This is an optimization exercise on Yosys and OpenROAD, whose aim is small area, a short achievable clock period and few clock cycles per item, not a production implementation. At most, simulation tests tie the RTL to the original design; equivalence was not proved. The RTL of run 7 was laid out without a check of its function. In every run shown here, the design's own scripts or RTL, not TritonCTS, make the clock network. The clock input has no modelled driver; a real chip could not lean on it and would need a root buffer or a full tree. Power is estimated from default activity; no workload was simulated.

==> flow/flow/run.sh <==
#!/bin/bash
# Standard ORFS layout, with:
#  - synthesis leaving adders to ABC (area script) instead of mapping them
#    onto the library's full/half-adder cells; same registers,
#  - ports buffered with buf_4 cells,
#  - a tighter setup target for repair_timing,
#  - the clock distributed by flow/cts_hook.tcl (one level of equal
#    buffers) instead of TritonCTS's two-level tree.
# Clock period and SDC are unchanged.
set -euo pipefail
bash standard.sh SETUP_SLACK_MARGIN=${MARGIN:-7.2} ADDER_MAP_FILE= ABC_AREA=1 \
  PRE_CTS_TCL=$PWD/flow/cts_hook.tcl \
  "BUFFER_PORTS_ARGS=-buffer_cell sky130_fd_sc_hd__buf_4" finish > std_flow.log 2>&1
==> flow/flow/cts_hook.tcl <==
# Clock distribution in place of TritonCTS's tree, sourced by ORFS's cts.tcl
# as its PRE_CTS_TCL hook. The design has well under a hundred flip-flops,
# for which the H-tree gives two buffer levels; here the clock port drives
# CLKBUF_COUNT buffers of one size directly, each driving one group of
# flip-flops (the sinks sorted by x and cut into groups of equal size), so
# every register sees one buffer of the same kind and a similar load. The
# rest of cts.tcl (placement legalisation, repair_timing) runs as usual.
set cb_count [expr {[info exists ::env(CLKBUF_COUNT)] ? $::env(CLKBUF_COUNT) : 3}]
set cb_cell [expr {[info exists ::env(CLKBUF_CELL)] ? $::env(CLKBUF_CELL) : "sky130_fd_sc_hd__clkbuf_16"}]

set cb_db [ord::get_db]
set cb_block [ord::get_db_block]
set cb_master [$cb_db findMaster $cb_cell]
set cb_port [get_full_name [lindex [get_property [lindex [all_clocks] 0] sources] 0]]
set cb_net [[$cb_block findBTerm $cb_port] getNet]

proc cb_x { it } { return [lindex [[$it getInst] getLocation] 0] }
set cb_sinks [lsort -command {apply {{a b} {expr {[cb_x $a] - [cb_x $b]}}}} [$cb_net getITerms]]
set cb_n [llength $cb_sinks]
puts "clock distribution: $cb_n sinks, $cb_count x $cb_cell"

for {set g 0} {$g < $cb_count} {incr g} {
  set net [odb::dbNet_create $cb_block clknet_g$g]
  $net setSigType CLOCK
  set inst [odb::dbInst_create $cb_block $cb_master clkbuf_g$g]
  set lo [expr {$g * $cb_n / $cb_count}]
  set hi [expr {($g + 1) * $cb_n / $cb_count}]
  set sx 0
  set sy 0
  for {set k $lo} {$k < $hi} {incr k} {
    set it [lindex $cb_sinks $k]
    set loc [[$it getInst] getLocation]
    set sx [expr {$sx + [lindex $loc 0]}]
    set sy [expr {$sy + [lindex $loc 1]}]
    $it disconnect
    $it connect $net
  }
  set cnt [expr {$hi - $lo}]
  $inst setLocation [expr {$sx / $cnt}] [expr {$sy / $cnt}]
  $inst setPlacementStatus PLACED
  [$inst findITerm A] connect $cb_net
  [$inst findITerm X] connect $net
  puts "  clkbuf_g$g drives $cnt sinks"
}

set_propagated_clock [all_clocks]

# cts.tcl calls clock_tree_synthesis next: the clock is already distributed.
rename clock_tree_synthesis orig_clock_tree_synthesis
proc clock_tree_synthesis { args } {
  puts "clock_tree_synthesis skipped: clock distributed by cts_hook.tcl"
}
==> flow/standard.sh <==
#!/bin/bash
# synth_recipe.tcl (not shown) runs the flow's synth.tcl, then flattens the netlist and writes it again
# the make line also repeats each setting of config.mk as NAME=value (left out here)
make -C /OpenROAD-flow-scripts/flow DESIGN_CONFIG=/design/flow/config.mk WORK_HOME=/design/flow/orfs CLKGATE_MAP_FILE= SYNTH_SCRIPT=/design/flow/synth_recipe.tcl "${@:-finish}"
==> flow/config.mk <==
export PLATFORM = sky130hd
export DESIGN_NAME = AEC
export DESIGN_NICKNAME = AEC
export VERILOG_FILES = /design/flow/design.v
export SDC_FILE = /design/flow/constraint.sdc
export NUM_CORES = 4
export LEC_CHECK = 0
export CAP_MARGIN = 20
export CORE_MARGIN = 2
export CORE_UTILIZATION = 40
export SLEW_MARGIN = 20
==> flow/constraint.sdc <==
create_clock -name core_clock -period 10.0 [get_ports {clk}]
set_input_delay 2.0000 -clock core_clock [delete_from_list [all_inputs] [get_ports {clk}]]
set_output_delay 2.0000 -clock core_clock [all_outputs]
set_load 0.01 [all_outputs]
==> flow/design.v <==
module AEC(clk, rst, ascii_in, ready, valid, result);
input clk;
input rst;
input ready;
input [7:0] ascii_in;
output valid;
output [6:0] result;
localparam [3:0] OP_NOP  = 4'b0000;     
localparam [3:0] OP_EQ   = 4'b0010;
localparam [3:0] OP_LP   = 4'b0001;     
localparam [3:0] OP_LPT  = 4'b0011;     
localparam [3:0] OP_RP   = 4'b0100;
localparam [3:0] OP_MUL  = 4'b0110;
localparam [3:0] OP_ADD  = 4'b1000;
localparam [3:0] OP_SUB  = 4'b1001;
reg       c_dig;
reg [3:0] c_v;
wire is_eq  = ~c_dig & (c_v == OP_EQ);
wire is_lp  = ~c_dig & ~c_v[3] & c_v[0];
wire is_lpt = ~c_dig & ~c_v[3] & c_v[1] & c_v[0];
wire is_rp  = ~c_dig & (c_v == OP_RP);
wire is_as  = ~c_dig & c_v[3];
wire is_sub = ~c_dig & c_v[3] & c_v[0];
wire is_open = ~c_dig & ~c_v[3] & ~c_v[2] & (c_v[0] | ~c_v[1]);   
wire a_grp = ~ascii_in[6] & ~ascii_in[4];           
wire a_num = ~ascii_in[6] &  ascii_in[4] & ~(ascii_in[3] & ascii_in[2]);
wire a_eq  = ~ascii_in[6] &  ascii_in[4] &   ascii_in[3] & ascii_in[2];
wire a_dig = ascii_in[6] | a_num;
wire [3:0] a_val = ascii_in[6] ? ascii_in[3:0] + 4'd9 : ascii_in[3:0];
reg  [3:0] a_op;
always @* begin
    case (ascii_in[2:0])
        3'b000:  a_op = is_open ? OP_LPT : OP_LP;
        3'b001:  a_op = OP_RP;
        3'b010:  a_op = OP_MUL;
        3'b011:  a_op = OP_ADD;
        default: a_op = OP_SUB;
    endcase
    if (!a_grp)
        a_op = a_eq ? OP_EQ : OP_NOP;
end
reg       out_v;
wire      clr = ~c_dig & (c_v == OP_NOP);
always @(posedge clk) begin
    if (rst || is_eq) begin
        c_dig <= 1'b0;
        c_v   <= OP_NOP;
        out_v <= 1'b0;
    end else begin
        c_dig <= a_dig;
        c_v   <= a_dig ? a_val : a_op;
        out_v <= a_eq;
    end
end
reg [6:0] S, M;
reg [6:0] R;                     
reg [5:0] mark;                  
reg [1:0] sp;                    
reg [6:0] DS0, DS1, DS2;         
reg [6:0] DK1, DK2;
reg [6:0] K;
wire [6:0] ctxK = (sp == 2'd1) ? 7'd1 : (sp == 2'd2) ? DK1 : DK2;
wire [6:0] ctxS = (sp == 2'd1) ? DS0 : (sp == 2'd2) ? DS1 : DS2;
wire [6:0] pp0 = c_v[0] ? M : 7'd0;
wire [6:0] pp1 = c_v[1] ? {M[5:0], 1'b0} : 7'd0;
wire [6:0] pp2 = c_v[2] ? {M[4:0], 2'b0} : 7'd0;
wire [6:0] pp3 = c_v[3] ? {M[3:0], 3'b0} : 7'd0;
wire [6:0] prod = (pp0 + pp1) + (pp2 + pp3);
wire push = is_lp & ~is_lpt;
wire pop  = is_rp & ~mark[0];
wire [6:0] Kpm = is_sub ? -K : K;
reg  [6:0] S_n, M_n, K_n;
reg  [1:0] sp_n;
always @* begin
    S_n = S;
    M_n = M;
    K_n = K;
    sp_n = sp;
    if (clr) begin
        S_n = 7'd0;
        M_n = 7'd1;
        K_n = 7'd1;
        sp_n = 2'd0;
    end else begin
        if (c_dig)
            M_n = prod;
        if (is_as) begin
            S_n = R;
            M_n = Kpm;
        end
        if (push) begin
            S_n = 7'd0;
            K_n = M;
            sp_n = sp + 2'd1;
        end
        if (is_rp) begin
            S_n = pop ? ctxS : 7'd0;
            M_n = R;
        end
        if (pop) begin
            sp_n = sp - 2'd1;
            K_n = ctxK;
        end
    end
end
always @(posedge clk) begin
    S <= S_n;
    M <= M_n;
    K <= K_n;
    sp <= sp_n;
    R <= add7(S_n, M_n);
end
always @(posedge clk) begin
    if (is_lp)
        mark <= {mark[4:0], is_lpt};
    else if (is_rp)
        mark <= {1'b1, mark[5:1]};
end
always @(posedge clk) begin
    if (push) begin
        if (sp == 2'd0) DS0 <= S;
        if (sp == 2'd1) begin DS1 <= S; DK1 <= K; end
        if (sp == 2'd2) begin DS2 <= S; DK2 <= K; end
    end
end
assign valid = out_v;
assign result = R;
function [6:0] add7;
    input [6:0] x, y;
    integer i;
    reg c;
    begin
        c = 1'b0;
        for (i = 0; i < 7; i = i + 1) begin
            add7[i] = x[i] ^ y[i] ^ c;
            c = (x[i] & y[i]) | (c & (x[i] ^ y[i]));
        end
    end
endfunction
endmodule
==> summary.md, run 1 <==
| Metric | Value |
|---|---|
| Type of the worst min-delay path | reg -> reg |
| Largest net degree at the start of global routing | 27 |
| DP Worst Slack | 7.12 ns |
| GP Congestion | 0.865 |
| Nets | 575 |
| Die W | 106 um |
| I/O pins | 19 |
| Setup TNS | 0 ns |
| Switching Fraction | 36.2% |
| Die Span Y | 106 um |
| Row count | 37 |
| Top_reg_cell synth | edfxtp_1 |
| WL per Instance | 13.5 um |
| Hold path depth | 0 |
| Setup-failing EPs final | 0 |
| First-pass GRT wire length | 15,700 um |
| R2R cell count | 6 |
| Pwr Total | 880 uW |
| HP Start | S[5] |
| Tmin final | 2.71 ns |
| Leak | 2.10 nW |
| Pre-Repair DR Iteration Count | 4 |
| FF-to-FF Start | c_dig |
| Antenna violations before repair | 0 |
| Worst Path Required | 10.09 ns |
| Final setup margin | 7.29 ns |
| Power Dens Cells | 193 nW/um2 |
| Max-slew violations | 0 |
| Clock transition at path regs | 0.10 ns |
| Share of cells above drive strength 1 | 11.7% |
| Period utilization | 27.1% |
| Final hold vios | 0 |
| Die area | 11,200 um2 |
| Register area share after synthesis | 46.9% |
| Combinational power share | 34.3% |
| Starting Density | 40.7% |
| Worst path arrival time | 2.80 ns |
| Register area | 1960 um2 |
| Antenna diodes | 0 |
| Vias/cell | 4.97 |
| Fillers | 1,026 |
| Clk_skew | 0.00845 ns |
| Crit path capture type | register |
| Mapped Nets | 555 |
| Clock Latency Late Sink | 0.16 ns |
| VDD IR max | 178 uV |
| Synth unique cells | 37 |
| Final design utilization | 44.5% |
| Post-DRT Antenna Nets | 0 |
| FF-to-FF setup slack | 7.37 ns |
| Relative slew slack | 52.1% |
| RR Endpoint | DS1[2] |
| Int Pwr | 561 uW |
| Post-CTS Hold Buffers | 0 |
| DRT iter0 DRCs | 176 |
| Critical Path Source Type | primary input |
| Vias in the first global route | 3,371 |
| Async set or reset register ratio after synthesis | 0% |
| Core area | 10,200 um2 |
| Setup CP Type | in -> reg |
| Register share of total power | 50.9% |
| Fin Hold WS | 0.486 ns |
| Fmax | 369 MHz |
| DP Wirelength | 6940 um |
| Run status | complete, no violations |
| Global route total overflow | 0 |
| Detailed-route via count | 3,466 |
| Clock group share of total power | 14.8% |
| WL final | 9410 um |
| Residual DRC | 0 |
| Slew @ Worst Pin | 0.714 ns |
| Most frequent cells in the layout | 177 x nand2_1, 70 x inv_1, 41 x edfxtp_1, 41 x nand3_1, 33 x dfxtp_1 |
| MaxCap Viol Count | 0 |
| Commonest non-fill, non-tap cell in the layout | nand2_1 |
| Synth Register Bits | 77 |
| Syn Inst Count | 544 |
| Synthesis warning total | 1 |
| Post-synth EDFFs | 41 |
| Unrepaired setup endpoints after global routing | true |
| Port Buffers | 15 |
| Synth Area per Inst | 7.65 um2 |
| Synthesized area | 4160 um2 |
| Switching pwr | 318 uW |
| Area Overhead vs Synth | 9.38% |
| CP max FO | 5 |
| Total GRT Usage | 17.0% |
| WHS Endpoint | DS2[5] |
| Area of the multi-input gates | 1880 um2 |
## Yosys cell counts (4+ instances only)
| cell | instances | share of area (%) |
|---|---|---|
| buf_6 | 4 | 1.1 |
| a31oi_1 | 7 | 1.1 |
| nor2_4 | 7 | 1.9 |
| dfxtp_1 | 36 | 17 |
| nand2_1 | 177 | 16 |
| a21oi_1 | 26 | 3.1 |
| inv_1 | 71 | 6.4 |
| nand3_2 | 4 | 0.96 |
| xor2_1 | 5 | 1.1 |
| edfxtp_1 | 41 | 30 |
| xnor2_1 | 4 | 0.84 |
| nor3_1 | 10 | 1.2 |
| nand2_2 | 9 | 1.4 |
| nand3_1 | 41 | 4.9 |
| nor2_1 | 33 | 3.0 |
| o21ai_0 | 28 | 3.4 |
| o211ai_1 | 6 | 1.1 |
## worst max-delay path, stage by stage
cell      delay (ns)
buf_4           0.13
inv_1           0.10
nor3_2          0.07
nor2_1          0.23
o211ai_1        0.13
a21oi_1         0.14
## stage by stage
stage | instances | area (um2)
6_report | 698 | 4550
3_3_place_gp | 689 | 4410
3_5_place_dp | 689 | 4410
2_1_floorplan | 544 | 4170
5_1_grt | 698 | 4550
4_1_cts | 695 | 4510
## state kept, by name, indices dropped and copies added (netlist names), 2 cells and up
register  flops
DK1           7
DK2           7
DS0           7
DS1           7
DS2           7
K             7
M             7
R             7
S             7
mark          6
c_v           4
sp            2
## metal layers
metal  global-route usage (%)  part of all wire (%)
met3                     1.04                   4.3
met4                     2.82                  0.89
met2                     31.8                    50
met5                        0                     0
met1                     22.1                    45
## final cells by class
type,instances,share of cell area (%)
inverter,75,6.32
sequential,77,43.0
multi-input combinational,382,41.2
timing repair buffer,25,4.12
tap,136,3.74
buffer,3,1.65
## how the worst max path moves through the flow
stage,from,to
finish,ascii_in[2],c_v[2]
global placement,ascii_in[6],c_v[2]
global route,c_dig,DS2[1]
floorplan,ascii_in[6],c_v[2]
CTS,c_v[0],R[6]
detailed placement,ascii_in[6],c_v[2]
## power by group through the flow
| stage | clock, mW | combinational (mW) | sequential [mW] |
|---|---|---|---|
| after global routing | 0.143 | 0.343 | 0.458 |
| after CTS | 0.133 | 0.300 | 0.448 |
| after detailed placement | 0 | 0.297 | 0.454 |
| final | 0.130 | 0.302 | 0.448 |
| after global placement | 0 | 0.291 | 0.453 |
| after floorplan | 0 | 0.217 | 0.441 |
## logic make-up after synthesis
kind of cell,count (synthesis),synth area share [%]
AO/OA/AOI/OAI,86,12.1
XOR/XNOR,9,1.89
buffers and inverters,85,8.45
flip-flops,77,46.9
AND/OR/NAND/NOR,287,30.6
## repair_timing
action                     4_1_cts  5_1_grt
setup endpoints to repair        1       18
setup buffers                    3        3
pin swaps                        1        1
gates resized for setup          1        6
Testbench counts, summed over its fixed seeds: cycles 41,688, items 4,000.
==> run 2, diff against run 1 <==
--- a/flow/flow/run.sh
+++ b/flow/flow/run.sh
@@ -7,7 +7,8 @@
 #  - the clock distributed by flow/cts_hook.tcl (one level of equal
 #    buffers) instead of TritonCTS's two-level tree.
-# Clock period and SDC are unchanged.
+# Clock period and SDC are unchanged. make's output goes to std_flow.log
+# here; each ORFS step writes its own log under orfs/logs/.
 set -euo pipefail
-bash standard.sh SETUP_SLACK_MARGIN=${MARGIN:-7.2} ADDER_MAP_FILE= ABC_AREA=1 \
+bash standard.sh SETUP_SLACK_MARGIN=${MARGIN:-7.35} ADDER_MAP_FILE= ABC_AREA=1 \
   PRE_CTS_TCL=$PWD/flow/cts_hook.tcl \
   "BUFFER_PORTS_ARGS=-buffer_cell sky130_fd_sc_hd__buf_4" finish > std_flow.log 2>&1
==> summary.md, run 2 <==
| Metric | Value |
|---|---|
| Hold path depth | 0 (unchanged) |
| Register area share after synthesis | 46.9% (unchanged) |
| Pwr Total | 909 uW (+3.4%) |
| Largest stage delay on the critical path | 0.34 ns (+0.11 ns) |
| Final hold vios | 0 (unchanged) |
| Placed insts | 689 (unchanged) |
| Worst Path Required | 8.00 ns (-2.09 ns) |
| Leak | 2.18 nW (+3.7%) |
| Crit path capture type | output port |
| Syn Inst Count | 544 (unchanged) |
| Fmax | 380 MHz (+3.0%) |
| R2R cell count | 19 (+13) |
| Relative slew slack | 61.4% (+9.3 points) |
| Die area | 11,200 um2 (unchanged) |
| VDD IR max | 175 uV (-1.7%) |
| Worst path arrival time | 0.63 ns (-2.17 ns) |
| Die W | 106 um (unchanged) |
| Setup CP Type | reg -> out |
| Type of the worst min-delay path | reg -> reg |
| FF-to-FF Start | c_v[3] |
| Pre-Repair DR Iteration Count | 5 (+1) |
| MaxCap Viol Count | 0 (unchanged) |
| Area Overhead vs Synth | 15.2% |
| Synth unique cells | 37 (unchanged) |
| Post-CTS Hold Buffers | 0 (unchanged) |
| Nets | 586 (+1.9%) |
| Total GRT Usage | 17.8% (+0.78 points) |
| Critical Path Slowest Stage Cell | dfxtp_2 |
| Starting Density | 40.7% (unchanged) |
| DP Worst Slack | 7.15 ns (+0.0288 ns) |
| Power Dens Cells | 190 nW/um2 (-1.8%) |
| Combinational power share | 35.8% (+1.5 points) |
| Post-synth EDFFs | 41 (unchanged) |
| Residual DRC | 0 (unchanged) |
| Placed cell areas | 4430 um2 (+0.37%) |
| Period utilization | 26.3% (-0.79 points) |
| Synthesis warning total | 1 (unchanged) |
| Post-DRT Antenna Nets | 0 (unchanged) |
| Commonest non-fill, non-tap cell in the layout | nand2_1 |
| Max-slew violations | 0 (unchanged) |
| Synth area leaders | edfxtp_1 30%, dfxtp_1 17%, nand2_1 16%, inv_1 6.4%, nand3_1 4.9% |
| Row count | 37 (unchanged) |
| I/O pins | 19 (unchanged) |
| Setup TNS | 0 ns (unchanged) |
| Register share of total power | 49.6% (-1.3 points) |
| DRT iter0 DRCs | 202 (+15%) |
| GP Congestion | 0.777 (-10%) |
| WL final | 9660 um (+2.7%) |
| First-pass GRT wire length | 16,700 um (+6.4%) |
| Port Buffers | 15 (unchanged) |
| Fin Hold WS | 0.484 ns (-0.00197 ns) |
| Switching Fraction | 36.4% (+0.18 points) |
| HP Start | S[2] |
| Global route total overflow | 0 (unchanged) |
| Critical Path Start | R[3] |
| Critical path's top delay family | flip-flops |
| Most instantiated cells after synthesis | 177 x nand2_1, 71 x inv_1, 41 x edfxtp_1, 41 x nand3_1, 36 x dfxtp_1 |
| Switching pwr | 331 uW (+3.9%) |
| Non-Filler Instances | 709 (+1.6%) |
| Run status | complete, no violations |
| Clk_skew | 0.0102 ns (+0.00171 ns) |
| Vias/cell | 4.99 (+0.58%) |
| Antenna diodes | 0 (unchanged) |
| Tmin final | 2.63 ns (-0.0790 ns) |
| Vias in the first global route | 3,510 (+4.1%) |
| Antenna violations before repair | 0 (unchanged) |
| Int Pwr | 579 uW (+3.1%) |
| Largest net degree at the start of global routing | 27 (unchanged) |
| Unrepaired setup endpoints after global routing | true |
| Synth Register Bits | 77 (unchanged) |
| Core area | 10,200 um2 (unchanged) |
| Async set or reset register ratio after synthesis | 0% (unchanged) |
| CP max FO | 2 (-3) |
| Final Cell Area | 4790 um2 (+5.3%) |
| Most frequent cells in the layout | 172 x nand2_1, 66 x inv_1, 41 x edfxtp_1 |
| Die Span Y | 106 um (unchanged) |
| Slew @ Worst Pin | 0.575 ns (-0.139 ns) |
| Final design utilization | 46.9% (+2.4 points) |
| Synth Area per Inst | 7.65 um2 (unchanged) |
| Mapped Nets | 555 (unchanged) |
| Synthesized area | 4160 um2 (unchanged) |
| Critical path depth in cells | 1 (-5) |
| Share of cells above drive strength 1 | 19.7% (+8.0 points) |
| Yosys top cell by area | edfxtp_1 |
| Yosys top cell area share | 29.6% (unchanged) |
| CP cell instances | buf_4 |
| Critical Path Source Type | register |
| Final setup margin | 7.37 ns (+0.0790 ns) |
| Top_reg_cell synth | edfxtp_1 |
| WL per Instance | 13.6 um (+1.1%) |
| CP bufs+invs | 1 (-1) |
| DP Wirelength | 7050 um (+1.6%) |
| Most common cell in the synthesized netlist | nand2_1 |
| Clock transition at path regs | 0.10 ns (about the same) |
| Clock group share of total power | 14.5% (-0.3 points) |
| Detailed-route via count | 3,541 (+2.2%) |
| Clock Latency Late Sink | 0.16 ns (about the same) |
| Setup-failing EPs final | 0 (unchanged) |
-- run 2: cell counts after synthesis --
Identical to the previous run, type by type.
-- run 2: routing by layer --
layer | vias up | track usage [%] | part of all wire, %
met5 | - | 0 | 0
met4 | 0 | 2.07 | 1.3
met3 | 10 | 0.736 | 2.0
met2 | 53 | 31.6 | 49
met1 | 1634 | 25.0 | 47
li1 | 1844 | - | -
-- run 2: area by class of cell --
| class | count | area [um2] |
|---|---|---|
| multi-input combinational | 382 | 1990 |
| timing repair buffer | 36 | 283 |
| inverter | 75 | 294 |
| sequential | 77 | 1980 |
| tap | 136 | 170 |
| buffer | 3 | 75.1 |
| fill | 995 | 5440 |
-- run 2: path summary, 6_finish.rpt --
| check | endpoint | slack (ns) |
|---|---|---|
| setup / recovery | result[3] | 7.37 |
| hold / removal | DS1[2] | 0.48 |
| setup reg to reg | R[6] | 7.54 |
| hold reg to reg | DS1[2] | 0.48 |
-- run 2: cell families after synthesis --
group | count (synthesis) | share of synthesized area (%)
xor gates and xnor gates | 9 | 1.89
and+or+nand+nor | 287 | 30.6
buffers and inverters | 85 | 8.45
AOI/OAI and AO/OA | 86 | 12.1
DFF | 77 | 46.9
-- run 2: power by group through the flow --
stage | Clock, mW | Sequential (mW) | Combinational (mW)
CTS | 0.135 | 0.447 | 0.301
detailed placement | 0 | 0.455 | 0.298
floorplan | 0 | 0.441 | 0.218
finish | 0.132 | 0.451 | 0.326
global placement | 0 | 0.453 | 0.291
global route | 0.145 | 0.460 | 0.374
-- run 2: what timing repair did --
item | CTS | global route
setup endpoints to repair | 11 | 28
resized for setup | 3 | 54
pin swaps | 2 | 9
buffers inserted | 3 | 14
==> run 3, diff against run 2 <==
--- a/flow/flow/run.sh
+++ b/flow/flow/run.sh
@@ -10,5 +10,5 @@
 # here; each ORFS step writes its own log under orfs/logs/.
 set -euo pipefail
-bash standard.sh SETUP_SLACK_MARGIN=${MARGIN:-7.35} ADDER_MAP_FILE= ABC_AREA=1 \
+bash standard.sh SETUP_SLACK_MARGIN=${MARGIN:-7.3} \
   PRE_CTS_TCL=$PWD/flow/cts_hook.tcl \
   "BUFFER_PORTS_ARGS=-buffer_cell sky130_fd_sc_hd__buf_4" finish > std_flow.log 2>&1
==> summary.md, run 3 <==
| Metric | Value |
|---|---|
| Run status | complete, no violations |
| Register area share after synthesis | 48.5% (+1.6 points) |
| Die area | 10,900 um2 (-3.2%) |
| Switching Fraction | 32.6% (-3.8 points) |
| Yosys top cell area share | 30.6% (+1.0 points) |
| CP endpoint | R[6] |
| Vias in the first global route | 2,740 (-22%) |
| Commonest non-fill, non-tap cell in the layout | edfxtp_1 |
| Relative slew slack | 52.5% (-9.0 points) |
| Synth unique cells | 47 (+27%) |
| Period utilization | 34.7% (+8.4 points) |
| WL final | 8550 um (-11%) |
| CP bufs+invs | 2 (+1) |
| Clock transition at path regs | 0.10 ns (about the same) |
| Port Buffers | 15 (unchanged) |
| Clock Latency Late Sink | 0.16 ns (about the same) |
| Tmin final | 3.47 ns (+0.840 ns) |
| Setup TNS | 0 ns (unchanged) |
| Synth area leaders | edfxtp_1 31%, dfxtp_1 18%, fa_1 6.5%, ha_1 4.7%, mux2i_1 4.2% |
| Detailed-route via count | 2,746 (-22%) |
| Setup CP Type | reg -> reg |
| Post-CTS Hold Buffers | 0 (unchanged) |
| Most common cell in the synthesized netlist | edfxtp_1 |
| Area Overhead vs Synth | 20.2% |
| Max-slew violations | 0 (unchanged) |
| MaxCap Viol Count | 0 (unchanged) |
| Critical Path Slowest Stage Cell | fa_1 |
| Top_reg_cell synth | edfxtp_1 |
| Critical path's most frequent cell | fa_2 |
| Global route total overflow | 0 (unchanged) |
| Antenna diodes | 0 (unchanged) |
| Core area | 9770 um2 (-4.5%) |
| Synth Area per Inst | 10.9 um2 (+43%) |
| FF-to-FF setup slack | 6.53 ns (-1.01 ns) |
| Fmax | 288 MHz (-24%) |
| CP cell instances | and2_4 > fa_1 > inv_1 > fa_1 > inv_2 > ha_4 > fa_2 > a21oi_2 > a211oi_2 > fa_2 > fa_2 > xnor2_1 |
| Synthesis warning total | 1 (unchanged) |
| Syn Inst Count | 368 (-32%) |
| Row count | 36 (-2.7%) |
| Post-DRT Antenna Nets | 0 (unchanged) |
| Setup-failing EPs final | 0 (unchanged) |
| Worst Path Required | 10.06 ns (+2.06 ns) |
| Clock group share of total power | 15.1% (+0.6 points) |
| Mapped Nets | 407 (-27%) |
| Die Span Y | 104 um (-1.6%) |
| Worst path arrival time | 3.53 ns (+2.90 ns) |
| First-pass GRT wire length | 14,200 um (-15%) |
| Critical Path Start | M[1] |
| Pre-Repair DR Iteration Count | 4 (-1) |
| Type of the worst min-delay path | reg -> reg |
| Total GRT Usage | 15.8% (-2.0 points) |
| Combinational power share | 33.4% (-2.4 points) |
| RR Endpoint | R[6] |
| Switching pwr | 283 uW (-15%) |
| Yosys top cell by area | edfxtp_1 |
| Most instantiated cells after synthesis | 41 x edfxtp_1, 38 x nand2_1, 37 x nor2_1 |
| Antenna violations before repair | 0 (unchanged) |
| Synth Register Bits | 77 (unchanged) |
| Power Dens Cells | 180 nW/um2 (-5.3%) |
| Largest stage delay on the critical path | 0.53 ns (+0.19 ns) |
| Largest net degree at the start of global routing | 27 (unchanged) |
| Register share of total power | 51.5% (+1.9 points) |
| DRT iter0 DRCs | 164 (-19%) |
| Vias/cell | 5.22 (+4.5%) |
| Die W | 104 um (-1.6%) |
| Share of cells above drive strength 1 | 32.6% (+13 points) |
| Placed cell areas | 4380 um2 (-1.2%) |
| Leak | 1.82 nW (-16%) |
| Crit path capture type | register |
| WL per Instance | 16.3 um (+19%) |
| Nets | 434 (-26%) |
| Most frequent cells in the layout | 41 x edfxtp_1, 37 x nand2_1, 36 x nor2_1 |
| Final hold vios | 0 (unchanged) |
| CP max FO | 6 (+4) |
| Unrepaired setup endpoints after global routing | true |
| Final Cell Area | 4830 um2 (+0.81%) |
| R2R cell count | 12 (-7) |
| Critical path's top delay family | adder cells |
| Fillers | 889 (-11%) |
| Critical Path Source Type | register |
| VDD IR max | 111 uV (-37%) |
| I/O pins | 19 (unchanged) |
| Async set or reset register ratio after synthesis | 0% (unchanged) |
| DP Wirelength | 5920 um (-16%) |
| Slew @ Worst Pin | 0.713 ns (+0.138 ns) |
| FF-to-FF Start | M[1] |
| Int Pwr | 586 uW (+1.2%) |
| Fin Hold WS | 0.506 ns (+0.0218 ns) |
| Post-synth EDFFs | 41 (unchanged) |
| Starting Density | 41.1% (+0.47 points) |
| Critical path depth in cells | 12 (+11) |
| Clk_skew | 0.0143 ns (+0.00414 ns) |
| GP Congestion | 0.818 (+5.4%) |
| Synthesized area | 4020 um2 (-3.4%) |
| Residual DRC | 0 (unchanged) |
[run 3: how the worst min path moves through the flow]
| stage | slack, ns | cells after the start | to | start |
|---|---|---|---|---|
| 2_1_floorplan | 0.44 | 0 | DS0[0] | S[0] |
| 3_3_place_gp | 0.46 | 0 | DS0[1] | S[1] |
| 3_5_place_dp | 0.48 | 0 | DS2[1] | S[1] |
| 4_1_cts | 0.51 | 0 | DS0[1] | S[1] |
| 5_1_grt | 0.52 | 0 | DK1[0] | K[0] |
| 6_report | 0.51 | 0 | DK1[0] | K[0] |
[run 3: layout make-up]
cell class                 count  area (um2)  area share, %
inverter                      20        77.6           1.60
sequential                    77        1990           41.1
buffer                         3        75.1           1.55
multi-input combinational    253        2120           43.8
tap                          133         166           3.44
timing repair buffer          40         408           8.44
[run 3: metal layers]
metal,vias to the layer above,wire length (um),track usage [%]
met3,6,230,0.752
met1,1364,4080,22.6
met2,41,4180,27.9
met4,0,62,0.965
met5,-,0,0
li1,1335,-,-
[run 3: cells by family after synthesis]
family                     Yosys count  synth area share (%)
and+or+nand+nor                    115                  14.3
DFF                                 77                  48.5
AOI/OAI and AO/OA                   68                  11.2
buffers and inverters               38                  3.73
muxes                               28                  7.31
adders and majority gates           28                  11.1
xor gates and xnor gates            14                  3.73
[run 3: repair_timing]
item                       CTS  global route
cloned                       2             0
pin swaps                    7             5
resized for setup           39            16
buffers inserted            15             4
setup endpoints to repair   41            17
[run 3: stage by stage]
stage | worst slack, ns | total power [mW] | instances | util, %
after floorplan | 6.48 | 0.624 | 368 | -
after CTS | 6.51 | 0.863 | 522 | 48.7
after global routing | 6.41 | 0.924 | 526 | 49.4
after detailed placement | 5.79 | 0.703 | 502 | 44.8
after global placement | 5.76 | 0.697 | 502 | 44.8
final | 6.53 | 0.868 | 526 | 49.4
[run 3: power groups by stage]
stage	Combinational, mW	Clock (mW)	Sequential, mW
final	0.290	0.132	0.447
after global routing	0.326	0.145	0.453
after CTS	0.284	0.134	0.445
after detailed placement	0.254	0	0.449
after global placement	0.249	0	0.448
after floorplan	0.195	0	0.429
==> run 4, diff against run 3 <==
--- a/flow/flow/run.sh
+++ b/flow/flow/run.sh
@@ -10,5 +10,5 @@
 # here; each ORFS step writes its own log under orfs/logs/.
 set -euo pipefail
-bash standard.sh SETUP_SLACK_MARGIN=${MARGIN:-7.3} \
+bash standard.sh SETUP_SLACK_MARGIN=${MARGIN:-7.3} ABC_AREA=1 \
   PRE_CTS_TCL=$PWD/flow/cts_hook.tcl \
   "BUFFER_PORTS_ARGS=-buffer_cell sky130_fd_sc_hd__buf_4" finish > std_flow.log 2>&1
==> summary.md, run 4 <==
| Metric | Value |
|---|---|
| Antenna diodes | 0 (unchanged) |
| Core area | 9770 um2 (unchanged) |
| Most instantiated cells after synthesis | 123 x nand2_1, 54 x inv_1, 41 x edfxtp_1 |
| Power Dens Cells | 180 nW/um2 (about the same) |
| Synth area leaders | edfxtp_1 30%, dfxtp_1 18%, nand2_1 11%, fa_1 6.4%, inv_1 5.0% |
| Met3 Use GR | 0.689% (-0.063 points) |
| Max-slew violations | 0 (unchanged) |
| Pre-Repair DR Iteration Count | 4 (unchanged) |
| Gr busiest metal | met2 |
| Period utilization | 35.5% (+0.77 points) |
| Switching pwr | 297 uW (+5.0%) |
| Clock Latency Late Sink | 0.16 ns (about the same) |
| Largest net degree at the start of global routing | 27 (unchanged) |
| Worst path arrival time | 3.66 ns (+0.13 ns) |
| Crit path capture type | register |
| Synthesis warning total | 1 (unchanged) |
| Int Pwr | 571 uW (-2.5%) |
| Yosys top cell by area | edfxtp_1 |
| Register area share after synthesis | 48.3% (-0.23 points) |
| GP Congestion | 0.932 (+14%) |
| Clock transition at path regs | 0.10 ns (about the same) |
| Row count | 36 (unchanged) |
| Vias in the first global route | 3,010 (+9.9%) |
| Die Span Y | 105 um (+0.23%) |
| Most frequent cells in the layout | 122 x nand2_1, 47 x inv_1, 46 x buf_4 |
| Top_reg_cell synth | edfxtp_1 |
| DP Worst Slack | 5.56 ns (-0.224 ns) |
| Clock group share of total power | 15.2% (about the same) |
| Run status | complete, no violations |
| Post-DRT Antenna Nets | 0 (unchanged) |
| Die W | 105 um (+0.23%) |
| Unrepaired setup endpoints after global routing | true |
| Synth Area per Inst | 9.02 um2 (-17%) |
| First-pass GRT wire length | 15,400 um (+8.5%) |
| FF-to-FF Start | M[1] |
| Worst Path Required | 10.11 ns (+0.05 ns) |
| Slew @ Worst Pin | 0.771 ns (+0.0576 ns) |
| Share of cells above drive strength 1 | 25.4% (-7.2 points) |
| Setup TNS | 0 ns (unchanged) |
| I/O pins | 19 (unchanged) |
| Type of the worst min-delay path | reg -> reg |
| Port Buffers | 15 (unchanged) |
| Yosys top cell area share | 30.5% (-0.14 points) |
| Antenna violations before repair | 0 (unchanged) |
| Leak | 2.05 nW (+12%) |
| WL final | 9420 um (+10%) |
| Setup-failing EPs final | 0 (unchanged) |
| M1 GR Usage | 22.4% (-0.19 points) |
| MaxCap Viol Count | 0 (unchanged) |
| VDD IR max | 101 uV (-8.5%) |
| Combinational power share | 33.7% (+0.3 points) |
| Switching Fraction | 34.2% (+1.7 points) |
| Met2 Usage GRT | 31.5% (+3.5 points) |
| Synthesized area | 4040 um2 (+0.47%) |
| Synth unique cells | 39 (-17%) |
| Detailed-route via count | 3,089 (+12%) |
| Relative slew slack | 48.4% (-4.0 points) |
| HP Start | K[1] |
| Mapped Nets | 487 (+20%) |
| Synth Register Bits | 77 (unchanged) |
| Commonest non-fill, non-tap cell in the layout | nand2_1 |
| Critical Path Start | M[1] |
| Largest stage delay on the critical path | 0.52 ns (about the same) |
| WL per Instance | 15.1 um (-6.9%) |
| CP cell instances | nand2_2 > inv_2 > fa_1 > inv_1 > fa_1 > inv_2 > ha_4 > fa_2 > o22a_1 > o211ai_1 > a21oi_2 > fa_2 > fa_2 > inv_1 > nand3_1 > nand2_1 |
| Final setup margin | 6.45 ns (-0.0766 ns) |
| Final hold vios | 0 (unchanged) |
| Post-synth EDFFs | 41 (unchanged) |
| Critical Path Slowest Stage Cell | fa_1 |
| Register share of total power | 51.1% (-0.4 points) |
| Area Overhead vs Synth | 19.5% |
| Critical Path Source Type | register |
| Fin Hold WS | 0.484 ns (-0.0217 ns) |
| Post-CTS Hold Buffers | 0 (unchanged) |
| Async set or reset register ratio after synthesis | 0% (unchanged) |
| Die area | 10,900 um2 (+0.45%) |
| Nets | 530 (+22%) |
| Global route total overflow | 0 (unchanged) |
| Vias/cell | 4.97 (-4.9%) |
| DP Wirelength | 6630 um (+12%) |
| Total GRT Usage | 17.1% (+1.3 points) |
| Most common cell in the synthesized netlist | nand2_1 |
| Clk_skew | 0.00303 ns (-0.0113 ns) |
| Setup CP Type | reg -> reg |
| DRT iter0 DRCs | 117 (-29%) |
| Critical path's most frequent cell | fa_2 |
| Syn Inst Count | 448 (+22%) |
| Residual DRC | 0 (unchanged) |
| CP max FO | 3 (-3) |
| Starting Density | 41.3% (+0.19 points) |
| Tmin final | 3.55 ns (+0.0766 ns) |
| Fmax | 282 MHz (-2.2%) |
## run 4: changes by cell type after synthesis, sizes merged, moves of 6 or more
cell / change
mux2: -11
a211oi: -10
nand3: +15
nand2: +87
inv: +42
mux2i: -17
o21ai: +10
o211ai: +11
clkbuf: -6
and2: -15
## run 4: routing by layer
metal / wire [um] / vias up
met1: 4210 / 1459
li1: - / 1568
met3: 274 / 13
met4: 224 / 0
met2: 4710 / 49
met5: 0 / -
## run 4: worst paths after layout
check        cells after the start  endpoint  slack (ns)
max                             16      R[6]        6.45
min                              0    DK2[1]        0.48
max reg2reg                     16      R[6]        6.45
min reg2reg                      0    DK2[1]        0.48
## run 4: cell type report
class                      instances  area [um2]
buffer                             3        75.1
multi-input combinational        299        1960
timing repair buffer              48         380
sequential                        77        1990
tap                              133         166
inverter                          62         255
fill                             922        4940
## run 4: metrics by stage
stage,util (%),power [mW],instances,cell area [um2]
2_1_floorplan,-,0.604,448,4110
3_3_place_gp,44.5,0.683,588,4350
3_5_place_dp,44.5,0.694,588,4350
4_1_cts,48.3,0.862,614,4720
5_1_grt,49.4,0.926,622,4830
6_report,49.4,0.868,622,4830
## run 4: cell families (layout without fill, tap and decap cells)
kind of cell / count (synthesis) / in the layout / synth area share (%)
AOI/OAI and AO/OA: 79 / 79 / 11.8
xor gates and xnor gates: 4 / 4 / 0.867
DFF: 77 / 77 / 48.3
adders and majority gates: 28 / 28 / 11.1
and+or+nand+nor: 188 / 188 / 21.0
buffers and inverters: 72 / 113 / 7.00
## run 4: what timing repair did
action,in CTS,in global routing
resized for setup,42,18
buffers inserted,23,8
pin swaps,14,7
endpoints found under the setup margin,12,13
## run 4: power by group through the flow
stage / clock, mW / combinational [mW] / sequential [mW]
finish: 0.132 / 0.292 / 0.443
global route: 0.148 / 0.328 / 0.450
CTS: 0.134 / 0.286 / 0.442
detailed placement: 0 / 0.244 / 0.449
global placement: 0 / 0.237 / 0.447
floorplan: 0 / 0.170 / 0.433
## run 4: critical path, delay by kind of cell (launching register included)
kind            cells  cell delay [ns]
flops               1             0.36
simple gates        3             0.19
fa+ha+maj           6             2.30
buf+inv             4             0.21
compound gates      3             0.42
==> run 5, diff against run 4 <==
--- a/flow/flow/run.sh
+++ b/flow/flow/run.sh
@@ -10,5 +10,5 @@
 # here; each ORFS step writes its own log under orfs/logs/.
 set -euo pipefail
-bash standard.sh SETUP_SLACK_MARGIN=${MARGIN:-7.3} ABC_AREA=1 \
+bash standard.sh SETUP_SLACK_MARGIN=${MARGIN:-7.3} ADDER_MAP_FILE= ABC_AREA=1 \
   PRE_CTS_TCL=$PWD/flow/cts_hook.tcl \
   "BUFFER_PORTS_ARGS=-buffer_cell sky130_fd_sc_hd__buf_4" finish > std_flow.log 2>&1
==> summary.md, run 5 <==
| Metric | Value |
|---|---|
| Run status | complete, no violations |
| Post-Synth Simple-Gate Area | 30.6% (+9.7 points) |
| Pre-Repair DR Iteration Count | 5 (+1) |
| Tmin final | 2.64 ns (-0.909 ns) |
| GP Congestion | 0.809 (-13%) |
| Unrepaired setup endpoints after global routing | true |
| Crit path capture type | output port |
| Most instantiated cells after synthesis | 177 x nand2_1, 71 x inv_1, 41 x edfxtp_1, 41 x nand3_1, 36 x dfxtp_1 |
| Post-synth EDFFs | 41 (unchanged) |
| Core area | 10,200 um2 (+4.7%) |
| Leak | 2.11 nW (+2.8%) |
| Mapped Nets | 555 (+14%) |
| Yosys top cell area share | 29.6% (-0.89 points) |
| Setup TNS | 0 ns (unchanged) |
| Fmax | 379 MHz (+34%) |
| Period utilization | 26.4% (-9.1 points) |
| First-pass GRT wire length | 16,200 um (+5.1%) |
| Antenna diodes | 0 (unchanged) |
| Synthesized area | 4160 um2 (+3.0%) |
| Setup CP Type | reg -> out |
| Nets | 575 (+8.5%) |
| Synth Register Bits | 77 (unchanged) |
| Detailed-route via count | 3,562 (+15%) |
| DRT iter0 DRCs | 207 (+77%) |
| Critical Path Slowest Stage Cell | dfxtp_1 |
| Starting Density | 40.7% (-0.66 points) |
| Synth Area per Inst | 7.65 um2 (-15%) |
| Top_reg_cell synth | edfxtp_1 |
| WL per Instance | 13.7 um (-9.4%) |
| WL final | 9580 um (+1.7%) |
| Antenna violations before repair | 0 (unchanged) |
| Post-Synth Adder-Cell Area | 0% (-11 points) |
| Vias/cell | 5.10 (+2.8%) |
| CP max FO | 2 (-1) |
| Die W | 106 um (+1.4%) |
| Area Overhead vs Synth | 10.8% |
| Clock transition at path regs | 0.09 ns (about the same) |
| Final hold vios | 0 (unchanged) |
| Synth area leaders | edfxtp_1 30%, dfxtp_1 17%, nand2_1 16%, inv_1 6.4%, nand3_1 4.9% |
| VDD IR max | 167 uV (+66%) |
| Non-Filler Instances | 698 (+12%) |
| Final Cell Area | 4610 um2 (-4.6%) |
| Clock group share of total power | 14.6% (-0.6 points) |
| Most common cell in the synthesized netlist | nand2_1 |
| Post-DRT Antenna Nets | 0 (unchanged) |
| Type of the worst min-delay path | reg -> reg |
| Global route total overflow | 0 (unchanged) |
| Largest net degree at the start of global routing | 27 (unchanged) |
| Power Dens Cells | 193 nW/um2 (+7.3%) |
| Post-Synth XOR/XNOR Area | 1.89% (+1.0 points) |
| Combinational power share | 34.7% (+1.0 points) |
| Hold path depth | 0 (unchanged) |
| Multiplexer share of the synthesized area | 0% (unchanged) |
| Clk_skew | 0.0111 ns (+0.00810 ns) |
| Total GRT Usage | 17.4% (+0.26 points) |
| Max-slew violations | 0 (unchanged) |
| Critical path's top delay family | flip-flops |
| Residual DRC | 0 (unchanged) |
| Slew @ Worst Pin | 0.562 ns (-0.208 ns) |
| Commonest non-fill, non-tap cell in the layout | nand2_1 |
| Largest stage delay on the critical path | 0.36 ns (-0.16 ns) |
| Critical Path Source Type | register |
| R2R cell count | 15 (-1) |
| Yosys top cell by area | edfxtp_1 |
| Switching pwr | 324 uW (+9.1%) |
| Share of cells above drive strength 1 | 13.7% (-12 points) |
| Int Pwr | 564 uW (-1.1%) |
| Vias in the first global route | 3,383 (+12%) |
| Register area share after synthesis | 46.9% (-1.4 points) |
| Worst path arrival time | 0.64 ns (-3.02 ns) |
| Most frequent cells in the layout | 177 x nand2_1, 70 x inv_1, 41 x edfxtp_1, 41 x nand3_1, 29 x dfxtp_1 |
| Critical path depth in cells | 1 (-15) |
| I/O pins | 19 (unchanged) |
| Port Buffers | 15 (unchanged) |
| Async set or reset register ratio after synthesis | 0% (unchanged) |
| Placed cell areas | 4420 um2 (+1.5%) |
| Synthesis warning total | 1 (unchanged) |
| Compound-Gate Fraction of Synth Area | 12.1% (+0.35 points) |
| Switching Fraction | 36.5% (+2.3 points) |
| MaxCap Viol Count | 0 (unchanged) |
| Placed insts | 689 (+17%) |
| Relative slew slack | 62.4% (+14 points) |
| Row count | 37 (+2.8%) |
| Register share of total power | 50.7% (-0.4 points) |
| Synth unique cells | 37 (-5.1%) |
| Largest family of logic cells by synthesized area | simple AND/OR/NAND/NOR gates |
| Worst Path Required | 8.00 ns (-2.11 ns) |
| CP bufs+invs | 1 (-3) |
| Die area | 11,200 um2 (+2.9%) |
| CP cell instances | buf_4 |
| Clock Latency Late Sink | 0.16 ns (about the same) |
| DP Wirelength | 6950 um (+4.8%) |
| Setup-failing EPs final | 0 (unchanged) |
| Syn Inst Count | 544 (+21%) |
| Die Span Y | 106 um (+1.4%) |
run 5: cell types whose count changed after synthesis, sizes merged, moves of 10 or more:
cell   previous run  this run
fa               13         0
ha               15         0
inv              62        74
nand2           125       186
nand3            22        45
nor3              1        11
o21ai            23        33
run 5: worst paths after layout:
check             slack (ns)   endpoint   start
setup / recovery        7.36  result[3]    R[3]
setup reg to reg        7.49       R[6]  c_v[0]
hold / removal          0.49     DS0[3]    S[3]
hold reg to reg         0.49     DS0[3]    S[3]
run 5: power by group through the flow:
| stage | Combinational, mW | Sequential, mW | Clock (mW) |
|---|---|---|---|
| final | 0.308 | 0.450 | 0.130 |
| after global routing | 0.350 | 0.459 | 0.144 |
| after CTS | 0.301 | 0.449 | 0.131 |
| after detailed placement | 0.297 | 0.455 | 0 |
| after global placement | 0.291 | 0.453 | 0 |
| after floorplan | 0.217 | 0.441 | 0 |
run 5: cell type report:
cell class / instances / area (um2)
inverters: 75 / 289
repair buffers: 25 / 188
well taps: 136 / 170
plain buffers: 3 / 75.1
fillers: 1043 / 5620
multi-input cells: 382 / 1920
flip-flops and latches: 77 / 1970
run 5: layer usage:
layer	vias up	GRT usage [%]	share of wire, %
met5	-	0	0
met4	0	1.32	0.72
met3	6	0.613	3.9
met2	63	31.8	49
met1	1682	23.9	46
li1	1811	-	-
run 5: kinds of logic (layout without fill, tap and decap cells):
logic type,Yosys count,count (layout)
simple gates,287,287
compound gates,86,86
buf+inv,85,103
flops,77,77
xor+xnor,9,9
run 5: worst reg2reg max path: cells and delay by family, from the launching register on:
kind,cells,cell delay (ns)
AOI/OAI and AO/OA,4,0.71
DFF,1,0.43
buffers and inverters,2,0.27
and+or+nand+nor,9,1.02
run 5: through the flow:
stage                     hold slack [ns]  power (mW)  utilization (%)  setup WS, ns
after CTS                           0.499       0.881             44.3          7.22
after detailed placement            0.461       0.752             43.2          7.11
final                               0.494       0.888             45.1          7.36
after global routing                0.525       0.953             45.1          7.28
after floorplan                     0.443       0.658                -          7.31
after global placement              0.461       0.744             43.2          7.14
run 5: timing repair:
action | CTS | global route
pin swaps | 1 | 2
endpoints found under the setup margin | 18 | 20
hold buffers | 0 | 0
gates resized for setup | 4 | 18
buffers inserted | 3 | 3
==> run 6, diff against run 5 <==
--- a/flow/flow/cts_hook.tcl
+++ b/flow/flow/cts_hook.tcl
@@ -6,5 +6,5 @@
 # every register sees one buffer of the same kind and a similar load. The
 # rest of cts.tcl (placement legalisation, repair_timing) runs as usual.
-set cb_count [expr {[info exists ::env(CLKBUF_COUNT)] ? $::env(CLKBUF_COUNT) : 3}]
+set cb_count [expr {[info exists ::env(CLKBUF_COUNT)] ? $::env(CLKBUF_COUNT) : 4}]
 set cb_cell [expr {[info exists ::env(CLKBUF_CELL)] ? $::env(CLKBUF_CELL) : "sky130_fd_sc_hd__clkbuf_16"}]
 
==> summary.md, run 6 <==
| Metric | Value |
|---|---|
| Run status | complete, no violations |
| Slew @ Worst Pin | 0.553 ns (-0.00913 ns) |
| Top_reg_cell synth | edfxtp_1 |
| Area Overhead vs Synth | 12.4% |
| Synth Register Bits | 77 (unchanged) |
| Power Dens Cells | 195 nW/um2 (+0.94%) |
| Crit path capture type | register |
| Antenna diodes | 0 (unchanged) |
| WL final | 9650 um (+0.79%) |
| Share of cells above drive strength 1 | 14.8% (+1.1 points) |
| Synth unique cells | 37 (unchanged) |
| Most instantiated cells after synthesis | 177 x nand2_1, 71 x inv_1, 41 x edfxtp_1, 41 x nand3_1, 36 x dfxtp_1 |
| Period utilization | 26.6% (+0.21 points) |
| Post-synth EDFFs | 41 (unchanged) |
| Global route total overflow | 0 (unchanged) |
| Die W | 106 um (unchanged) |
| CP max FO | 8 (+6) |
| Post-DRT Antenna Nets | 0 (unchanged) |
| Core area | 10,200 um2 (unchanged) |
| Max-slew violations | 0 (unchanged) |
| Worst Path Required | 10.01 ns (+2.01 ns) |
| Row count | 37 (unchanged) |
| Residual DRC | 0 (unchanged) |
| Nets | 581 (+1.0%) |
| GP Congestion | 0.809 (unchanged) |
| Vias/cell | 5.11 (+0.12%) |
| Most frequent cells in the layout | 177 x nand2_1, 70 x inv_1, 41 x edfxtp_1, 41 x nand3_1, 30 x buf_4 |
| Synthesized area | 4160 um2 (unchanged) |
| VDD IR max | 153 uV (-8.6%) |
| Setup CP Type | in -> reg |
| Fmax | 376 MHz (-0.78%) |
| Tmin final | 2.66 ns (+0.0208 ns) |
| Setup TNS | 0 ns (unchanged) |
| Port Buffers | 15 (unchanged) |
| MaxCap Viol Count | 0 (unchanged) |
| Die area | 11,200 um2 (unchanged) |
| Leak | 2.14 nW (+1.8%) |
| Vias in the first global route | 3,390 (+0.21%) |
| WL per Instance | 13.7 um (about the same) |
| Yosys top cell by area | edfxtp_1 |
| Clock Latency Late Sink | 0.15 ns (about the same) |
| Unrepaired setup endpoints after global routing | true |
| DP Wirelength | 6950 um (unchanged) |
| Synth Area per Inst | 7.65 um2 (unchanged) |
| Register area share after synthesis | 46.9% (unchanged) |
| First-pass GRT wire length | 16,200 um (about the same) |
| Pwr Total | 910 uW (+2.5%) |
| I/O pins | 19 (unchanged) |
| Yosys top cell area share | 29.6% (unchanged) |
| Relative slew slack | 63.0% (+0.61 points) |
| Die Span Y | 106 um (unchanged) |
| Total GRT Usage | 17.3% (-0.039 points) |
| Final hold vios | 0 (unchanged) |
| Mapped Nets | 555 (unchanged) |
| Worst path arrival time | 2.67 ns (+2.03 ns) |
| Detailed-route via count | 3,597 (+0.98%) |
| Syn Inst Count | 544 (unchanged) |
| Setup-failing EPs final | 0 (unchanged) |
| Type of the worst min-delay path | reg -> reg |
| Largest net degree at the start of global routing | 21 (-22%) |
| Clk_skew | 0.00839 ns (-0.00274 ns) |
| Synth area leaders | edfxtp_1 30%, dfxtp_1 17%, nand2_1 16%, inv_1 6.4%, nand3_1 4.9% |
| Synthesis warning total | 1 (unchanged) |
| DRT iter0 DRCs | 201 (-2.9%) |
| Pre-Repair DR Iteration Count | 4 (-1) |
| Async set or reset register ratio after synthesis | 0% (unchanged) |
| Starting Density | 40.7% (unchanged) |
| Clock transition at path regs | 0.08 ns (about the same) |
| Most common cell in the synthesized netlist | nand2_1 |
| Critical Path Source Type | primary input |
| Antenna violations before repair | 0 (unchanged) |
| Commonest non-fill, non-tap cell in the layout | nand2_1 |
| Post-CTS Hold Buffers | 0 (unchanged) |
-- run 6: cell counts after synthesis --
No cell type changed its count.
-- run 6: layout make-up --
class	count	area (um2)
repair buffers	30	225
inverters	75	292
fillers	1033	5550
flip-flops and latches	77	1970
multi-input cells	382	1930
plain buffers	4	100
well taps	136	170
-- run 6: routing by layer --
layer | wire [um] | vias up | GRT usage (%) | part of all wire, %
li1 | - | 1830 | - | -
met1 | 4560 | 1698 | 23.7 | 47
met2 | 4740 | 62 | 32.0 | 49
met3 | 288 | 7 | 0.613 | 3.0
met4 | 65 | 0 | 1.32 | 0.67
met5 | 0 | - | 0 | 0
-- run 6: path summary, 6_finish.rpt --
kind	startpoint	end	slack, ns	depth (start not counted)
max	ascii_in[6]	c_v[2]	7.34	5
min	S[2]	DS2[2]	0.48	0
max reg2reg	c_dig	R[6]	7.51	16
min reg2reg	S[2]	DS2[2]	0.48	0
-- run 6: power by group --
part | switching (mW) | internal (mW)
combinational | 0.195 | 0.116
sequential | 0.0533 | 0.396
clock | 0.0770 | 0.0726
-- run 6: timing repair --
action                     in CTS  in global routing
gates resized for setup         4                 21
pin swaps                       1                  4
setup endpoints to repair      18                 20
setup buffers                   3                  8
-- run 6: worst max-delay path: stages --
cell	delay, ns
buf_4	0.15
nor3_4	0.28
nor2_4	0.07
o211ai_1	0.08
a21oi_1	0.08
-- run 6: logic make-up after synthesis --
| group | synth area share [%] |
|---|---|
| buffers and inverters | 8.45 |
| xor gates and xnor gates | 1.89 |
| and+or+nand+nor | 30.6 |
| DFF | 46.9 |
| AOI/OAI and AO/OA | 12.1 |
-- run 6: stage by stage --
step / hold WS, ns / setup WS [ns] / instances / area (um2) / util (%)
6_report: 0.483 / 7.34 / 704 / 4680 / 45.7
5_1_grt: 0.517 / 7.29 / 704 / 4680 / 45.7
4_1_cts: 0.483 / 7.22 / 696 / 4560 / 44.6
3_5_place_dp: 0.461 / 7.11 / 689 / 4420 / 43.2
3_3_place_gp: 0.461 / 7.14 / 689 / 4420 / 43.2
2_1_floorplan: 0.443 / 7.31 / 544 / 4170 / -
==> run 7, diff against run 6 <==
--- a/flow/design.v
+++ b/flow/design.v
@@ -55,5 +55,5 @@
 reg [6:0] S, M;
 reg [6:0] R;                     
-reg [5:0] mark;                  
+reg [4:0] mark;                  
 reg [1:0] sp;                    
 reg [6:0] DS0, DS1, DS2;         
@@ -68,5 +68,5 @@
 wire [6:0] prod = (pp0 + pp1) + (pp2 + pp3);
 wire push = is_lp & ~is_lpt;
-wire pop  = is_rp & ~mark[0];
+wire pop  = is_rp & ~mark[0] & (sp != 2'd0);
 wire [6:0] Kpm = is_sub ? -K : K;
 reg  [6:0] S_n, M_n, K_n;
@@ -113,7 +113,7 @@
 always @(posedge clk) begin
     if (is_lp)
-        mark <= {mark[4:0], is_lpt};
+        mark <= {mark[3:0], is_lpt};
     else if (is_rp)
-        mark <= {1'b1, mark[5:1]};
+        mark <= {1'b0, mark[4:1]};
 end
 always @(posedge clk) begin
--- a/flow/flow/cts_hook.tcl
+++ b/flow/flow/cts_hook.tcl
@@ -6,5 +6,5 @@
 # every register sees one buffer of the same kind and a similar load. The
 # rest of cts.tcl (placement legalisation, repair_timing) runs as usual.
-set cb_count [expr {[info exists ::env(CLKBUF_COUNT)] ? $::env(CLKBUF_COUNT) : 4}]
+set cb_count [expr {[info exists ::env(CLKBUF_COUNT)] ? $::env(CLKBUF_COUNT) : 3}]
 set cb_cell [expr {[info exists ::env(CLKBUF_CELL)] ? $::env(CLKBUF_CELL) : "sky130_fd_sc_hd__clkbuf_16"}]
 
==> summary.md, run 7 <==
| Metric | Value |
|---|---|
| Run status | complete, no violations |
| Die W | 107 um (+0.63%) |
| Final hold vios | 0 (unchanged) |
| Register area share after synthesis | 45.6% (-1.3 points) |
| Critical path's top delay family | compound AO/OA/AOI/OAI gates |
| Synth unique cells | 46 (+24%) |
| Synth Register Bits | 76 (-1.3%) |
| Largest net degree at the start of global routing | 27 (+29%) |
| Yosys top cell by area | edfxtp_1 |
| Largest stage delay on the critical path | 0.20 ns (-0.08 ns) |
| Post-CTS Hold Buffers | 0 (unchanged) |
| Compound-Gate Fraction of Synth Area | 13.7% (+1.6 points) |
| First-pass GRT wire length | 16,100 um (-0.34%) |
| MaxCap Viol Count | 0 (unchanged) |
| Post-synth EDFFs | 40 (-2.4%) |
| Setup TNS | 0 ns (unchanged) |
| Register area | 1930 um2 (-1.8%) |
| Relative slew slack | 58.4% (-4.6 points) |
| Nets | 586 (+0.86%) |
| Pre-Repair DR Iteration Count | 5 (+1) |
| I/O pins | 19 (unchanged) |
| Clock Latency Late Sink | 0.16 ns (about the same) |
| Area Overhead vs Synth | 12.4% (about the same) |
| WL final | 10,000 um (+4.0%) |
| Mapped Nets | 557 (+0.36%) |
| WL per Instance | 14.2 um (+3.3%) |
| Non-Filler Instances | 709 (+0.71%) |
| Placed insts | 689 (unchanged) |
| Final design utilization | 46.1% (+0.37 points) |
| CP max FO | 4 (-4) |
| Syn Inst Count | 546 (+0.37%) |
| Synth area leaders | edfxtp_1 28%, dfxtp_1 17%, nand2_1 15%, inv_1 6.1%, nor2_1 3.6% |
| Commonest non-fill, non-tap cell in the layout | nand2_1 |
| VDD IR max | 208 uV (+36%) |
| Port Buffers | 15 (unchanged) |
| Fmax | 374 MHz (-0.54%) |
| Area of the multi-input gates | 1990 um2 (+3.5%) |
| Max-slew violations | 0 (unchanged) |
| Type of the worst min-delay path | reg -> reg |
| Power Dens Cells | 195 nW/um2 (+0.28%) |
| Final setup margin | 7.32 ns (-0.0145 ns) |
| DRT iter0 DRCs | 238 (+18%) |
| Most common cell in the synthesized netlist | nand2_1 |
| Row count | 37 (unchanged) |
| Starting Density | 41.0% (+0.35 points) |
| Vias/cell | 4.99 (-2.4%) |
| Share of cells above drive strength 1 | 18.7% (+3.9 points) |
| Antenna violations before repair | 0 (unchanged) |
| Async set or reset register ratio after synthesis | 0% (unchanged) |
| GP Congestion | 0.843 (+4.1%) |
| Multiplexer share of the synthesized area | 0% (unchanged) |
| Synth Area per Inst | 7.72 um2 (+0.95%) |
| Setup CP Type | in -> reg |
| Synthesis warning total | 1 (unchanged) |
| CP cell instances | buf_4 > a31oi_1 > inv_1 > nor2_2 > nand2_1 > o21ai_0 |
| Period utilization | 26.8% (+0.15 points) |
| Clock transition at path regs | 0.10 ns (+0.02 ns) |
| Vias in the first global route | 3,331 (-1.7%) |
| Most frequent cells in the layout | 169 x nand2_1, 66 x inv_1, 40 x edfxtp_1 |
| Slew @ Worst Pin | 0.621 ns (+0.0680 ns) |
| Die Span Y | 107 um (+0.63%) |
| Total GRT Usage | 17.2% (-0.19 points) |
| DP Wirelength | 6990 um (+0.49%) |
| Antenna diodes | 0 (unchanged) |
| Setup-failing EPs final | 0 (unchanged) |
| Most instantiated cells after synthesis | 170 x nand2_1, 69 x inv_1, 40 x edfxtp_1, 40 x nor2_1, 36 x dfxtp_1 |
| Worst Path Required | 10.09 ns (+0.08 ns) |
| Worst path arrival time | 2.76 ns (+0.09 ns) |
| Yosys top cell area share | 28.5% (-1.1 points) |
| CP bufs+invs | 2 (+1) |
| DP Worst Slack | 6.51 ns (-0.601 ns) |
| Die area | 11,400 um2 (+1.3%) |
| Pwr Total | 924 uW (+1.5%) |
| Core area | 10,300 um2 (+0.45%) |
| Crit path capture type | register |
| Residual DRC | 0 (unchanged) |
| Global route total overflow | 0 (unchanged) |
| Clk_skew | 0.0114 ns (+0.00302 ns) |
| Detailed-route via count | 3,537 (-1.7%) |
| Top_reg_cell synth | edfxtp_1 |
| Critical Path Source Type | primary input |
| Tmin final | 2.68 ns (+0.0145 ns) |
| Synthesized area | 4220 um2 (+1.3%) |
| Post-Synth Simple-Gate Area | 29.2% (-1.5 points) |
| Leak | 2.16 nW (+0.67%) |
| Largest family of logic cells by synthesized area | simple AND/OR/NAND/NOR gates |
| Unrepaired setup endpoints after global routing | true |
| Post-DRT Antenna Nets | 0 (unchanged) |
| Fillers | 1,042 (+0.87%) |
| Post-Synth Adder-Cell Area | 0% (unchanged) |
| Critical Path Slowest Stage Cell | a31oi_1 |
| Post-Synth XOR/XNOR Area | 2.70% (+0.81 points) |
-- run 7: changes by cell type after synthesis, sizes merged, moves of 3 or more --
| cell | previous run | this run |
|---|---|---|
| a221oi | 0 | 3 |
| nor3 | 11 | 7 |
| a31oi | 7 | 4 |
| xor2 | 5 | 8 |
| a211oi | 3 | 0 |
| o2bb2ai | 0 | 7 |
| nand3 | 45 | 32 |
| o211ai | 6 | 1 |
| nor2 | 42 | 45 |
| inv | 74 | 77 |
| a21oi | 28 | 33 |
-- run 7: per-stage QoR --
stage                     hold slack [ns]  instance area (um2)
after floorplan                     0.426                 4240
after global placement              0.437                 4460
after detailed placement            0.450                 4460
after CTS                           0.475                 4600
after global routing                0.490                 4740
final                               0.476                 4740
-- run 7: worst paths after layout --
kind | slack [ns] | cells past startpoint | endpoint | start
max reg2reg | 7.50 | 15 | R[6] | c_v[3]
max | 7.32 | 6 | c_v[3] | rst
min | 0.48 | 0 | DK1[6] | K[6]
min reg2reg | 0.48 | 0 | DK1[6] | K[6]
-- run 7: cell type report --
cell class,count,area share (%)
tap,136,3.59
buffer,3,1.58
timing repair buffer,33,5.39
multi-input combinational,381,42.1
sequential,76,40.7
inverter,80,6.60
-- run 7: what timing repair did --
action,CTS,global route
pin swaps,1,2
resized for setup,7,15
setup buffers,4,12
cloned,0,1
endpoints found under the setup margin,15,7
-- run 7: kinds of logic after synthesis --
logic type	count (synthesis)
buffers and inverters	90
flip-flops	76
AND/OR/NAND/NOR	276
AO/OA/AOI/OAI	91
XOR/XNOR	13
-- run 7: report_power, final --
part | internal, mW | switching [mW] | total, mW
clock network | 0.0553 | 0.0771 | 0.132
logic | 0.127 | 0.214 | 0.341
registers | 0.395 | 0.0560 | 0.451
-- run 7: layer usage --
metal / vias to the layer above / part of all wire [%] / track usage, %
met1: 1637 / 46 / 23.9
li1: 1827 / - / -
met4: 0 / 0.32 / 1.30
met2: 71 / 50 / 31.0
met3: 2 / 4.1 / 0.669
met5: - / 0 / 0

static timing again, ports no longer ideal:
The results above use ideal ports. As a check the final layouts listed here were re-extracted and re-timed, cells and wires unchanged. Step 1 (the two cells are an assumption about what drives the block):
set clk [get_ports {clk}]
set_driving_cell -lib_cell sky130_fd_sc_hd__clkbuf_16 $clk
set_driving_cell -lib_cell sky130_fd_sc_hd__buf_2 [delete_from_list [all_inputs] $clk]
Step 2 moves the port delays by t, midway between the first and last clock arrival at a register: inputs arrive t later, outputs are due t later. That takes back most of the time a late clock gives input paths. Slacks: ideal / step 1 / step 2; pairs: ideal / step 1.
run | shift t [ns] | slack for setup (ns) | worst setup path after step 2
run 1 | 0.216 | 7.289 / 7.293 / 7.114 | input to register
run 2 | 0.217 | 7.368 / 7.307 / 7.205 | input to register
run 3 | 0.217 | 6.528 / 6.528 / 6.528 | register to register
run 4 | 0.221 | 6.451 / 6.451 / 6.451 | register to register
run 5 | 0.218 | 7.360 / 7.297 / 7.187 | input to register
run 6 | 0.213 | 7.339 / 7.309 / 7.172 | input to register
run 7 | 0.216 | 7.324 / 7.279 / 7.119 | input to register
After both steps setup and hold are still met in every run listed. For run 7, which loses most, drivers alone change the setup slack by -0.045 ns; drivers and shift together by -0.205 ns.
